Context: an optimization exercise on an open-source flow, tuned for small area. The choices shown serve that exercise and are no tape-out recipe.
Function was checked by simulation only, so behaviour that the tests miss may differ from the original.
No run shown here takes its clock network from TritonCTS; it comes from the design's own scripts or RTL.
The clock input has no modelled driver; a real chip could not lean on it and would need a root buffer or a full tree.
Power figures rest on the tool's default switching activity, not on a simulated workload.

==> flow/design.v <==
module top
(
    input clk,
    input rst,              
    output [7:0] segments,  
    output [3:0] digits     
);
reg  [8:0] tmr_q;
wire [8:0] tmr = tmr_q ^ 9'd173;
wire       sec = tmr[8] & ~tmr[4] & tmr[3] & tmr[2] & ~tmr[1] & tmr[0];
reg  [2:0] sw_q;
wire [2:0] sw_cnt = sw_q ^ 3'd2;
wire       sw = sw_cnt[2] & ~sw_cnt[1];
reg  [1:0] pos_q;
wire [1:0] pos = pos_q ^ 2'd3;
reg        pend_q;
wire       pend = pend_q ^ 1'd0;
reg  [3:0] d3_q, d2_q, d1_q, d0_q;
wire [3:0] d3 = d3_q ^ 4'd10, d2 = d2_q ^ 4'd9, d1 = d1_q ^ 4'd9, d0 = d0_q ^ 4'd1;
wire [3:0] m3 = 4'd10, m2 = 4'd9, m1 = 4'd9, m0 = 4'd1;
wire inc = sw & (sec | pend);
function cy;
    input [3:0] d;
    cy = d[3] & d[0];
endfunction
wire c0 = inc;
wire c1 = c0 & cy(d0);
wire c2 = c1 & cy(d1);
wire c3 = c2 & cy(d2);
always @(posedge clk) begin
    if (rst) begin
        tmr_q  <= 9'h001 ^ 9'd173;
        sw_q   <= 3'b000 ^ 3'd2;
        pos_q  <= 2'b00 ^ 2'd3;
        pend_q <= 1'b0 ^ 1'd0;
        d0_q   <= 4'hF ^ 4'd1;
        d1_q   <= 4'hF ^ 4'd9;
        d2_q   <= 4'hF ^ 4'd9;
        d3_q   <= 4'hF ^ 4'd10;
    end else begin
        tmr_q  <= (sec ? 9'h001 : {tmr[7:0], tmr[8] ^ tmr[3]}) ^ 9'd173;
        sw_q   <= {sw_cnt[1:0], ~sw_cnt[2]} ^ 3'd2;
        pend_q <= (~sw & (sec | pend)) ^ 1'd0;
        if (sw)
            pos_q <= {pos[0], ~pos[1]} ^ 2'd3;
        if (c0) d0_q[0] <= ~d0[0] ^ m0[0];
        if (c0 & d0[0]) d0_q[1] <= (~d0[3] & ~d0[1]) ^ m0[1];
        if (c0 & d0[1] & d0[0]) d0_q[2] <= ~d0[2] ^ m0[2];
        if (c0 & d0[0]) d0_q[3] <= (~d0[3] & d0[2] & d0[1]) ^ m0[3];
        if (c1) d1_q[0] <= ~d1[0] ^ m1[0];
        if (c1 & d1[0]) d1_q[1] <= (~d1[3] & ~d1[1]) ^ m1[1];
        if (c1 & d1[1] & d1[0]) d1_q[2] <= ~d1[2] ^ m1[2];
        if (c1 & d1[0]) d1_q[3] <= (~d1[3] & d1[2] & d1[1]) ^ m1[3];
        if (c2) d2_q[0] <= ~d2[0] ^ m2[0];
        if (c2 & d2[0]) d2_q[1] <= (~d2[3] & ~d2[1]) ^ m2[1];
        if (c2 & d2[1] & d2[0]) d2_q[2] <= ~d2[2] ^ m2[2];
        if (c2 & d2[0]) d2_q[3] <= (~d2[3] & d2[2] & d2[1]) ^ m2[3];
        if (c3) d3_q[0] <= ~d3[0] ^ m3[0];
        if (c3 & d3[0]) d3_q[1] <= (~d3[3] & ~d3[1]) ^ m3[1];
        if (c3 & d3[1] & d3[0]) d3_q[2] <= ~d3[2] ^ m3[2];
        if (c3 & d3[0]) d3_q[3] <= (~d3[3] & d3[2] & d3[1]) ^ m3[3];
    end
end
wire [3:0] d = (pos == 2'b00) ? d3 :
               (pos == 2'b01) ? d2 :
               (pos == 2'b11) ? d1 : d0;
assign digits = {pos == 2'b00, pos == 2'b01, pos == 2'b11, pos == 2'b10};
assign segments[7] = (~d[3]&~d[2]&~d[1]&d[0]) | (d[3]&d[2]) | (d[2]&~d[1]&~d[0]);
assign segments[6] = (d[3]&d[2]) | (d[2]&~d[1]&d[0]) | (d[2]&d[1]&~d[0]);
assign segments[5] = (d[3]&d[2]) | (~d[2]&d[1]&~d[0]);
assign segments[4] = (~d[3]&~d[2]&~d[1]&d[0]) | (d[2]&~d[1]&~d[0]) | (d[2]&d[1]&d[0]);
assign segments[3] = (d[2]&~d[1]) | (d[0]);
assign segments[2] = (~d[3]&~d[2]&d[0]) | (~d[2]&d[1]) | (d[1]&d[0]);
assign segments[1] = (~d[3]&~d[2]&~d[1]) | (d[2]&d[1]&d[0]);
assign segments[0] = 1'b1;
endmodule
==> flow/flow/run.sh <==
#!/bin/bash
# The standard layout (standard.sh) with three changes:
#  - synthesis maps the logic with an area-oriented ABC script (synth.tcl, area.abc);
#  - port buffers are the smallest buffer, sky130_fd_sc_hd__buf_1;
#  - a lean clock tree: no dummy loads, few clock buffers.
set -euo pipefail
cd "$(dirname "$0")/.."
W=$PWD
sed "s#SYNTH_SCRIPT=[^ ]*#SYNTH_SCRIPT=$W/flow/synth.tcl#" standard.sh > my_standard.sh
grep -q "SYNTH_SCRIPT=$W/flow/synth.tcl" my_standard.sh
export BUFFER_PORTS_ARGS="-buffer_cell sky130_fd_sc_hd__buf_1"
export PRE_CTS_TCL=$W/flow/cts_hook.tcl
export CLK_SLEW_TARGET=0.110
export CLK_TREE_CONFIGS="clkbuf_4:2 buf_4:2 buf_12:1 buf_4:3 buf_6:2 clkbuf_4:3 clkbuf_16:1 buf_6:3 clkbuf_8:2 clkbuf_4:4 clkbuf_8:3"
bash my_standard.sh > standard.log 2>&1
==> flow/flow/area.abc <==
strash
dch -f
amap -F 20 -A 30
topo
==> flow/flow/cts_hook.tcl <==
proc cts_clusters {nbuf} {
  set sinks {}
  foreach p [get_pins -hierarchical */CLK] {
    set loc [[sta::sta_to_db_inst [get_cells -of_objects $p]] getLocation]
    lappend sinks [list $p [lindex $loc 0] [lindex $loc 1]]
  }
  set n [llength $sinks]
  set sorted [lsort -real -index 1 $sinks]
  set cent {}
  for {set k 0} {$k < $nbuf} {incr k} {
    set s [lindex $sorted [expr {int(($k + 0.5) * $n / $nbuf)}]]
    lappend cent [list [lindex $s 1] [lindex $s 2]]
  }
  for {set it 0} {$it < 50} {incr it} {
    set groups [lrepeat $nbuf {}]
    foreach s $sinks {
      set best 0
      set bd 1e18
      for {set k 0} {$k < $nbuf} {incr k} {
        set c [lindex $cent $k]
        set d [expr {abs([lindex $s 1] - [lindex $c 0]) + abs([lindex $s 2] - [lindex $c 1])}]
        if {$d < $bd} {
          set bd $d
          set best $k
        }
      }
      lset groups $best [concat [lindex $groups $best] [list $s]]
    }
    set cent {}
    foreach g $groups {
      set sx 0.0
      set sy 0.0
      foreach s $g {
        set sx [expr {$sx + [lindex $s 1]}]
        set sy [expr {$sy + [lindex $s 2]}]
      }
      set m [expr {max(1, [llength $g])}]
      lappend cent [list [expr {$sx / $m}] [expr {$sy / $m}]]
    }
  }
  return [list $groups $cent]
}

proc cts_max_clk_slew {} {
  set worst 0.0
  foreach p [get_pins -hierarchical */CLK] {
    set s [expr {max([get_property $p slew_max_rise], [get_property $p slew_max_fall])}]
    if {$s > $worst} { set worst $s }
  }
  return $worst
}

proc clock_tree_synthesis {args} {
  set block [ord::get_db_block]
  set dbu [$block getDbUnitsPerMicron]
  set target $::env(CLK_SLEW_TARGET)
  set_propagated_clock [all_clocks]
  foreach cfg $::env(CLK_TREE_CONFIGS) {
    lassign [split $cfg :] cell nbuf
    lassign [cts_clusters $nbuf] groups cent
    set bufs {}
    set k 0
    foreach g $groups c $cent {
      if {[llength $g] == 0} continue
      set pins {}
      foreach s $g { lappend pins [lindex $s 0] }
      insert_buffer -buffer_cell sky130_fd_sc_hd__$cell -net clk -load_pins $pins \
        -location [list [expr {double([lindex $c 0]) / $dbu}] [expr {double([lindex $c 1]) / $dbu}]] \
        -buffer_name clkbuf_leaf_${k}_clk -net_name clknet_leaf_${k}_clk
      incr k
    }
    set bufs [get_cells clkbuf_leaf_*]
    detailed_placement
    estimate_parasitics -placement
    set slew [cts_max_clk_slew]
    puts "clock tree $cfg: [llength $bufs] buffers, max clock-pin slew [format %.1f [expr {$slew * 1e3}]] ps"
    if {$slew <= $target} break
    if {[llength $bufs] > 0} { remove_buffers {*}$bufs }
  }
  set_propagated_clock [all_clocks]
}
==> flow/flow/synth.tcl <==
# The standard flow's synthesis script (synth_recipe.tcl) with two changes: ABC maps the logic with
# area.abc, an area-oriented script, in place of ORFS's own ABC script; and no half or full
# adder cells are extracted first, so ABC maps that logic too.
set area_abc [file join [file dirname [file normalize [info script]]] area.abc]
proc synth {args} { yosys synth -nofsm -noshare {*}$args }
proc abc {args} {
  set i [lsearch -exact $args -script]
  if { $i >= 0 } { lset args [expr { $i + 1 }] $::area_abc }
  yosys abc {*}$args
}
proc extract_fa {args} {}
source $::env(SCRIPTS_DIR)/synth.tcl
# left out here: clear keep_hierarchy, flatten, clean up, hide names made inside functions, write 1_2_yosys.v
==> flow/standard.sh <==
#!/bin/bash
# synth_recipe.tcl (not shown) runs the flow's synth.tcl, then flattens the netlist and writes it again
# the make line also repeats each setting of config.mk as NAME=value (left out here)
make -C /OpenROAD-flow-scripts/flow DESIGN_CONFIG=/design/flow/config.mk WORK_HOME=/design/flow/orfs CLKGATE_MAP_FILE= SYNTH_SCRIPT=/design/flow/synth_recipe.tcl "${@:-finish}"
==> flow/config.mk <==
export PLATFORM = sky130hd
export DESIGN_NAME = top
export DESIGN_NICKNAME = top
export VERILOG_FILES = /design/flow/design.v
export SDC_FILE = /design/flow/constraint.sdc
export NUM_CORES = 4
export LEC_CHECK = 0
export CAP_MARGIN = 20
export CORE_AREA = 2.3 2.72 61.64 61.2
export DIE_AREA = 0 0 64 64
export PLACE_DENSITY = 0.95
export SLEW_MARGIN = 20
==> flow/constraint.sdc <==
create_clock -name core_clock -period 13.5 [get_ports {clk}]
set_input_delay 2.7000 -clock core_clock [delete_from_list [all_inputs] [get_ports {clk}]]
set_output_delay 2.7000 -clock core_clock [all_outputs]
set_load 0.01 [all_outputs]
==> metrics.yaml, run 1 <==
status:
  status: "complete, no violations"
global_route:
  grt_max_degree: 16
  grt_pass1_vias: 916
  overflow: 0
  globalRouteTotalUtil: 0.108
  grt_first_pass_wirelength_um: 3680
  antenna_found_initial: 0
synth:
  ys_types: 21
  yosysMostFrequentCell: "dfxtp_1"
  synth-xor-area-share: 0
  ys_async_sr_fraction: 0
  synth.area.top_cells: "dfxtp_1 (53%), nor2_1 (7.4%), o21ai_0 (6.4%), clkinv_1 (5.1%), a21oi_1 (4.7%)"
  syn_nets: 143
  yosysWarningCount: 1
  netlist_top_cells_count: "dfxtp_1 (31), nor2_1 (23), clkinv_1 (16)"
  syn_inst: 141
  synth-simple-area-share: 0.174
  synth_edf_count: 0
  synth.avg_cell_area_um2: 8.32
  ys_seq_area_frac: 0.529
  yosys.area.top_type: "dfxtp_1"
  synth_compound_area_frac: 0.237
  ys.flop_type: "dfxtp_1"
  synth_top_family_by_area: "compound AO/OA/AOI/OAI gates"
  synthMuxAreaShare: 0
  synthesis.area_um2: 1170
  yosysTopAreaCellShare: 0.529
  synth_seq_cells: 31
  synthAdderAreaFrac: 0
timing:
  setup_viol: 0
  worst_pin_slew_ps: 643
  tns_ps: 0
  fmax_mhz: 195
  clock_skew_ps: 29.7
  grt_setup_unrepaired: "no"
  maxSlewViolCount: 0
  timing_hold_violations_final: 0
  period_minus_slack_ps: 5130
  finalCritPeriodShare: 0.380
  worst_slack_ps: 8370
  slew_headroom: 0.572
final_layout:
  final_area_um2: 1290
  nNetsFinal: 159
  antenna_cells: 0
  area_growth_pct: 10.0
  layout-drive-gt1-share: 0.0194
power:
  power_frac_seq: 0.696
  leakage_nw: 0.451
  switching_power_uw: 28.0
  intPower_uw: 107
  clockPowerShare: 0.245
  p_sw_frac: 0.208
  combPwrFrac: 0.059
  p_per_area_nw_per_um2: 104
  ir_drop_mv: 0.0862
place:
  place_congestion: 0.849
  place_area_um2: 1270
  pre_cts_slack_ps: 8610
  place.port_buffers: 12
  hpwl_um: 1730
detailed_routing:
  wl_um: 2240
  dr.pass1.iters: 4
  drt_iter0_drc: 59
  vias: 998
  vias_per_cell: 4.97
  postRouteAntennaNets: 0
  post-route-drc-count: 0
  routedWlPerCell_um: 11.1
worst_hold_path:
  worstHoldPathType: "flip-flop to flip-flop"
  min_path_cells: 1
cts:
  cts_resized: 0
  path_clk_slew_ps: 100
  cts_hold_buf: 0
  postCtsSetupBuffers: 0
  clk_latency_ps: 140
floorplanning:
  std_cell_rows: 21
  die_y_um: 64
  die-area_um2: 4100
  chipWidth_um: 64
  core_area_um2: 3390
  start_util: 0.346
  io_pins: 14
worst_setup_path:
  r2r-end: "d3_q[2]"
  crit_end: "segments[4]"
  cp-start-kind: "flip-flop"
  r2r_start: "tmr_q[0]"
  r2r_cells: 10
  critPathArrivalTime_ps: 2430
  critPathLaunch: "pos_q[0]"
  r2r_slack_ps: 10620
  worst_setup_path_end_kind: "output pin"
  worstPathMaxFanout: 7
  critical_path_class: "flip-flop to output pin"
  worst_ep_required_time_ps: 10800
flow_run:
  max_cap_viol_count: 0
## state kept, by name (all words and copies together) (netlist names)
| register | cells |
|---|---|
| d0_q | 4 |
| d1_q | 4 |
| d2_q | 4 |
| d3_q | 4 |
| pend_q | 1 |
| pos_q | 2 |
| sw_q | 3 |
| tmr_q | 9 |
## power groups by stage
| stage | clock (mW) | sequential, mW | combinational [mW] |
|---|---|---|---|
| floorplan | 0 | 0.0957 | 0.00548 |
| global placement | 0 | 0.0959 | 0.00759 |
| detailed placement | 0 | 0.0960 | 0.00792 |
| CTS | 0.0340 | 0.0939 | 0.00797 |
| global route | 0.0378 | 0.0941 | 0.00885 |
| finish | 0.0331 | 0.0939 | 0.00795 |
## logic make-up (layout without fill, tap and decap cells)
logic type	count (synthesis)	in the layout
DFF	31	31
other	1	1
and+or+nand+nor	47	47
buffers and inverters	17	31
AOI/OAI and AO/OA	45	45
## final cells by class, clock buffers not listed
cell class / count / area, um2
fillers: 326 / 2100
inverters: 16 / 60.1
multi-input cells: 93 / 485
flip-flops and latches: 31 / 621
well taps: 46 / 57.6
repair buffers: 12 / 45.0
## per-stage QoR
stage                util  hold slack, ps  cells  total power [mW]
finish              0.381             367    201             0.135
global route        0.381             385    201             0.141
CTS                 0.381             373    201             0.136
detailed placement  0.374             360    198             0.104
global placement    0.374             352    198             0.103
floorplan               -             343    141             0.101
## layer usage
metal  vias up  wire [um]  global-route usage
li1        529          -                   -
met1       443       1010               0.126
met2        21       1120               0.208
met3         5         68             0.00880
met4         0         47              0.0245
met5         -          0                   0
## layout by cell type, fill, tap and decap left out, types with 3 or more instances in the layout
cell type and instances:
a21oi_1 11, nand2_1 13, o21ai_0 15, buf_4 3
nor2_1 23, or3_1 3, a31oi_1 4, clkinv_1 16
dfxtp_1 31, nor3_1 3, o22ai_1 4, a222oi_1 4
buf_1 12, and2_0 3, o221ai_1 3
## worst max-delay path: stages, from the launching register on
cell      delay (ps)
dfxtp_1          440
clkinv_1         160
nor2_1           360
clkinv_1         200
o22ai_1          310
nand2_1          160
o32ai_1          320
o21bai_1         150
buf_1            170
## worst min-delay path by stage
stage                   from  endpoint
floorplan           tmr_q[6]  tmr_q[7]
global placement    tmr_q[6]  tmr_q[7]
detailed placement  tmr_q[6]  tmr_q[7]
CTS                 tmr_q[1]  tmr_q[2]
global route        tmr_q[1]  tmr_q[2]
finish              tmr_q[1]  tmr_q[2]
==> run 2, diff against run 1 <==
--- a/flow/config.mk
+++ b/flow/config.mk
@@ -9,4 +9,4 @@
 export CORE_AREA = 2.3 2.72 61.64 61.2
 export DIE_AREA = 0 0 64 64
-export PLACE_DENSITY = 0.95
+export PLACE_DENSITY = 0.85
 export SLEW_MARGIN = 20
==> metrics.yaml, run 2 <==
floorplanning:
  std_cell_rows: 21
  start_util: 0.346
  chipWidth_um: 64
  die-area_um2: 4100
  die_y_um: 64
  core_area_um2: 3390
  io_pins: 14
worst_setup_path:
  cp-start-kind: "flip-flop"
  worst_ep_required_time_ps: 10800
  crit_top_cell: "clkinv_1"
  r2r-end: "d3_q[2]"
  r2r_cells: 10
  worst-path-buf-inv: 4
  r2r_slack_ps: 10600
  worstPathMaxFanout: 7
  critPathArrivalTime_ps: 2390
  path_cells: "clkinv_1, nor2_1, clkinv_1, o22ai_1, clkinv_1, o32ai_1, o21bai_1, buf_1"
  cpMaxStageDelayCell: "dfxtp_1"
  cpPeakStageDelay_ps: 440
  worst_setup_path_end_kind: "output pin"
  r2r_start: "tmr_q[0]"
  critical_path_class: "flip-flop to output pin"
  critPathTopFamily: "compound AO/OA/AOI/OAI gates"
synth:
  synth.area.top_cells: "dfxtp_1 (53%), nor2_1 (7.4%), o21ai_0 (6.4%), clkinv_1 (5.1%), a21oi_1 (4.7%)"
  yosys.area.top_type: "dfxtp_1"
  yosysTopAreaCellShare: 0.529
  ys.flop_type: "dfxtp_1"
  yosysWarningCount: 1
  synth_edf_count: 0
  netlist_top_cells_count: "dfxtp_1 (31), nor2_1 (23), clkinv_1 (16)"
  ys_seq_area_frac: 0.529
  yosysMostFrequentCell: "dfxtp_1"
  synthesis.area_um2: 1170
  synth_seq_cells: 31
  syn_inst: 141
  synth.avg_cell_area_um2: 8.32
  ys_types: 21
  syn_nets: 143
  ys_async_sr_fraction: 0
final_layout:
  layout_commonest_cell: "dfxtp_1"
  multi_input_area_um2: 485
  top_register: "tmr_q"
  final_area_um2: 1290
  nNetsFinal: 159
  nFillCells: 328
  antenna_cells: 0
  fin_util: 0.381
  area_growth_pct: 10.0
  largest_reg_flops: 9
  mostFrequentLayoutCells: "dfxtp_1 (31), nor2_1 (23), clkinv_1 (16)"
  layout-drive-gt1-share: 0.0194
  seq_area_um2: 621
  stdcell_count: 201
detailed_routing:
  dr.pass1.iters: 4
  vias_per_cell: 4.94
  vias: 993
  routedWlPerCell_um: 11.0
  postRouteAntennaNets: 0
  post-route-drc-count: 0
  drt_iter0_drc: 50
  wl_um: 2220
power:
  power_uw: 135
  leakage_nw: 0.451
  ir_drop_mv: 0.0685
  p_per_area_nw_per_um2: 104
timing:
  whs_ps: 379
  period_minus_slack_ps: 5090
  finalCritPeriodShare: 0.377
  clock_skew_ps: 19.6
  timing_hold_violations_final: 0
  setup_viol: 0
  tns_ps: 0
  worst_pin_slew_ps: 684
  fmax_mhz: 197
  grt_setup_unrepaired: "no"
  slew_headroom: 0.544
  maxSlewViolCount: 0
  worst_slack_ps: 8410
cts:
  clk_latency_ps: 140
  path_clk_slew_ps: 80
  postCtsSetupBuffers: 0
  cts_resized: 0
  cts_hold_buf: 0
place:
  hpwl_um: 1700
  placed_cells: 198
  place_congestion: 0.782
  place.port_buffers: 12
  pre_cts_slack_ps: 8610
  place_area_um2: 1270
global_route:
  antenna_found_initial: 0
  globalRouteTotalUtil: 0.109
  grt_pass1_vias: 887
  grt_first_pass_wirelength_um: 3800
  grt_max_degree: 16
  overflow: 0
flow_run:
  max_cap_viol_count: 0
status:
  status: "complete, no violations"
worst_hold_path:
  worstHoldPathType: "flip-flop to flip-flop"
  min_path_cells: 1
  hold_end: "sw_q[1]"
  worstHoldStart: "sw_q[0]"
## run 2: cell counts in the layout (fill, tap and decap cells not counted)
No cell type changed its count.
## run 2: power breakdown
group	leakage, nW	internal (mW)	switching, mW
combinational	0.185	0.00228	0.00570
clock	0.0144	0.0117	0.0212
sequential	0.252	0.0929	0.000928
total	0.451	0.107	0.0279
## run 2: worst register-to-register path: stages, from the launching register on
cell     delay (ps)
dfxtp_1         320
or4b_1          520
nor3_1          290
o21ai_0         190
or3_1           380
or3_1           380
nor3_1          210
nand2_1         110
nor2_1          210
a21oi_1         100
o21ai_0         100
## run 2: logic make-up after synthesis
logic type,after synthesis,share of synthesized area
AOI/OAI and AO/OA,45,0.237
buffers and inverters,17,0.0576
and+or+nand+nor,47,0.174
other,1,0.00320
DFF,31,0.529
## run 2: cell type report, clock buffers not listed
class / count / area share
repair buffers: 12 / 0.0349
inverters: 16 / 0.0465
well taps: 46 / 0.0446
flip-flops and latches: 31 / 0.481
multi-input cells: 93 / 0.376
## run 2: per-layer routing
| layer | GRT usage | vias up | wire, um |
|---|---|---|---|
| li1 | - | 527 | - |
| met1 | 0.135 | 448 | 977 |
| met2 | 0.211 | 15 | 1140 |
| met3 | 0.00704 | 3 | 82 |
| met4 | 0.0136 | 0 | 21 |
| met5 | 0 | - | 0 |
## run 2: worst max path at each step
stage	to	slack (ps)	from	cells after the start
6_report	segments[4]	8410	pos_q[0]	8
5_1_grt	segments[4]	8070	pos_q[0]	8
4_1_cts	segments[4]	8440	pos_q[0]	8
3_3_place_gp	segments[4]	8740	pos_q[0]	8
2_1_floorplan	segments[7]	8860	pos_q[0]	8
3_5_place_dp	segments[4]	8610	pos_q[0]	8
==> run 3, diff against run 2 <==
--- a/flow/design.v
+++ b/flow/design.v
@@ -67,9 +67,9 @@
 assign digits = {pos == 2'b00, pos == 2'b01, pos == 2'b11, pos == 2'b10};
 assign segments[7] = (~d[3]&~d[2]&~d[1]&d[0]) | (d[3]&d[2]) | (d[2]&~d[1]&~d[0]);
-assign segments[6] = (d[3]&d[2]) | (d[2]&~d[1]&d[0]) | (d[2]&d[1]&~d[0]);
-assign segments[5] = (d[3]&d[2]) | (~d[2]&d[1]&~d[0]);
+assign segments[6] = (d[3]&d[2]&d[0]) | (d[2]&~d[1]&d[0]) | (d[2]&d[1]&~d[0]);
+assign segments[5] = (d[3]&d[1]&d[0]) | (~d[2]&d[1]&~d[0]);
 assign segments[4] = (~d[3]&~d[2]&~d[1]&d[0]) | (d[2]&~d[1]&~d[0]) | (d[2]&d[1]&d[0]);
-assign segments[3] = (d[2]&~d[1]) | (d[0]);
-assign segments[2] = (~d[3]&~d[2]&d[0]) | (~d[2]&d[1]) | (d[1]&d[0]);
+assign segments[3] = (d[2]&~d[1]&~d[0]) | (d[0]);
+assign segments[2] = (~d[3]&~d[2]&d[1]&~d[0]) | (~d[3]&~d[2]&d[0]) | (d[1]&d[0]);
 assign segments[1] = (~d[3]&~d[2]&~d[1]) | (d[2]&d[1]&d[0]);
 assign segments[0] = 1'b1;
==> metrics.yaml, run 3 <==
detailed_routing:
  post-route-drc-count: 0
  dr.pass1.iters: 4
  vias: 969
  routedWlPerCell_um: 10.8
  wl_um: 2150
  vias_per_cell: 4.89
  postRouteAntennaNets: 0
  drt_iter0_drc: 16
floorplanning:
  chipWidth_um: 64
  die_y_um: 64
  start_util: 0.342
  std_cell_rows: 21
  io_pins: 14
  core_area_um2: 3390
  die-area_um2: 4100
flow_run:
  max_cap_viol_count: 0
worst_setup_path:
  cpMaxStageDelayCell: "dfxtp_1"
  worstPathMaxFanout: 7
  worst_ep_required_time_ps: 10800
  path_cells: "clkinv_1, nor2_1, clkinv_1, o22ai_1, clkinv_1, nor2_1, clkinv_1, o21ai_0, buf_1"
  cp-start-kind: "flip-flop"
  worst_setup_path_end_kind: "output pin"
  critPathArrivalTime_ps: 2330
  cpPeakStageDelay_ps: 450
  crit_top_cell: "clkinv_1"
  critical_path_class: "flip-flop to output pin"
final_layout:
  nNetsFinal: 156
  fin_util: 0.377
  layout-drive-gt1-share: 0.0132
  nFillCells: 347
  layout_commonest_cell: "dfxtp_1"
  top_register: "tmr_q"
  final_area_um2: 1280
  antenna_cells: 0
  mostFrequentLayoutCells: "dfxtp_1 (31), nor2_1 (24), o21ai_0 (19)"
  area_growth_pct: 10.1
  largest_reg_flops: 9
power:
  switching_power_uw: 27.5
  leakage_nw: 0.443
  ir_drop_mv: 0.0944
  p_per_area_nw_per_um2: 105
  clockPowerShare: 0.243
  p_sw_frac: 0.204
  power_frac_seq: 0.697
  intPower_uw: 107
  combPwrFrac: 0.060
cts:
  path_clk_slew_ps: 100
  postCtsSetupBuffers: 0
  cts_hold_buf: 0
  clk_latency_ps: 130
  cts_resized: 0
synth:
  ys_types: 18
  yosysMostFrequentCell: "dfxtp_1"
  netlist_top_cells_count: "dfxtp_1 (31), nor2_1 (24), o21ai_0 (19)"
  yosys.area.top_type: "dfxtp_1"
  syn_nets: 141
  synth_edf_count: 0
  yosysTopAreaCellShare: 0.535
  syn_inst: 139
  ys_seq_area_frac: 0.535
  yosysWarningCount: 1
  ys_async_sr_fraction: 0
  synth_seq_cells: 31
  synthesis.area_um2: 1160
  synth.area.top_cells: "dfxtp_1 (54%), o21ai_0 (8.2%), nor2_1 (7.8%), a21oi_1 (4.7%), clkinv_1 (4.5%)"
  ys.flop_type: "dfxtp_1"
  synth.avg_cell_area_um2: 8.34
timing:
  period_minus_slack_ps: 5030
  slew_headroom: 0.555
  fmax_mhz: 199
  maxSlewViolCount: 0
  worst_slack_ps: 8470
  tns_ps: 0
  clock_skew_ps: 6.53
  whs_ps: 378
  setup_viol: 0
  grt_setup_unrepaired: "no"
  finalCritPeriodShare: 0.373
  timing_hold_violations_final: 0
  worst_pin_slew_ps: 668
global_route:
  antenna_found_initial: 0
  grt_max_degree: 18
  globalRouteTotalUtil: 0.111
  grt_pass1_vias: 916
  overflow: 0
  grt_first_pass_wirelength_um: 3850
status:
  status: "complete, no violations"
place:
  hpwl_um: 1700
  place_area_um2: 1250
  place_congestion: 0.783
  pre_cts_slack_ps: 8650
  place.port_buffers: 12
worst_hold_path:
  worstHoldPathType: "flip-flop to flip-flop"
## run 3: path summary, 6_finish.rpt
check	from	end	slack, ps	cells past startpoint
setup / recovery	pos_q[0]	segments[4]	8470	9
hold / removal	tmr_q[6]	tmr_q[7]	380	1
setup reg to reg	tmr_q[0]	d3_q[1]	10650	11
hold reg to reg	tmr_q[6]	tmr_q[7]	380	1
## run 3: cells by family after synthesis
| group | Yosys count | synth area share |
|---|---|---|
| and+or+nand+nor | 45 | 0.169 |
| other | 1 | 0.00323 |
| AOI/OAI and AO/OA | 47 | 0.241 |
| buffers and inverters | 15 | 0.0518 |
| DFF | 31 | 0.535 |
## run 3: critical path: cells and delay by family, from the launching register on
kind                   cells  cell delay [ps]
buffers and inverters      5              790
AND/OR/NAND/NOR            2              490
flip-flops                 1              450
AO/OA/AOI/OAI              2              470
## run 3: routing by layer
metal	global-route usage	share of wire	up-vias
met5	0	0	-
met4	0.0163	0.0056	0
met3	0.00704	0.023	2
met2	0.210	0.50	8
met1	0.141	0.47	442
li1	-	-	517
## run 3: final cells by class, clock buffers not listed
class / instances / area [um2] / area share
multi-input combinational: 93 / 479 / 0.375
sequential: 31 / 621 / 0.486
timing repair buffer: 12 / 45.0 / 0.0353
inverter: 14 / 52.6 / 0.0411
tap: 46 / 57.6 / 0.0451
## run 3: through the flow
step                      cells  power [mW]
after floorplan             139       0.101
after global placement      196       0.104
after detailed placement    196       0.104
after CTS                   198       0.136
after global routing        198       0.141
final                       198       0.135
## run 3: power groups by stage
stage / combinational (mW) / clock [mW] / sequential, mW
floorplan: 0.00562 / 0 / 0.0957
global placement: 0.00789 / 0 / 0.0959
detailed placement: 0.00813 / 0 / 0.0960
CTS: 0.00814 / 0.0339 / 0.0939
global route: 0.00922 / 0.0372 / 0.0941
finish: 0.00809 / 0.0327 / 0.0939

==> what the ideal ports hide <==
The results above use ideal ports. As a check the final layouts listed here were re-extracted and re-timed, cells and wires unchanged. Step 1 sets driving cells, clkbuf_16 on the clock port and buf_2 on the other inputs (assumed; they add their load-dependent delay and slew). Step 2 moves the port delays by t, midway between the first and last clock arrival at a register: inputs arrive t later, outputs are due t later. That takes back most of the time a late clock gives input paths. Slacks: ideal ports / drivers / drivers and shift; pairs: ideal ports / drivers.
run | t, ns | setup WS [ns] | worst setup path after step 2 | worst slew at a driven data input, ns
run 1 | 0.161 | 8.369 / 8.335 / 8.496 | register to output | 0.03
run 2 | 0.168 | 8.414 / 8.379 / 8.547 | register to output | 0.03
run 3 | 0.155 | 8.471 / 8.439 / 8.594 | register to output | 0.03
After both steps setup and hold are still met in every run listed.
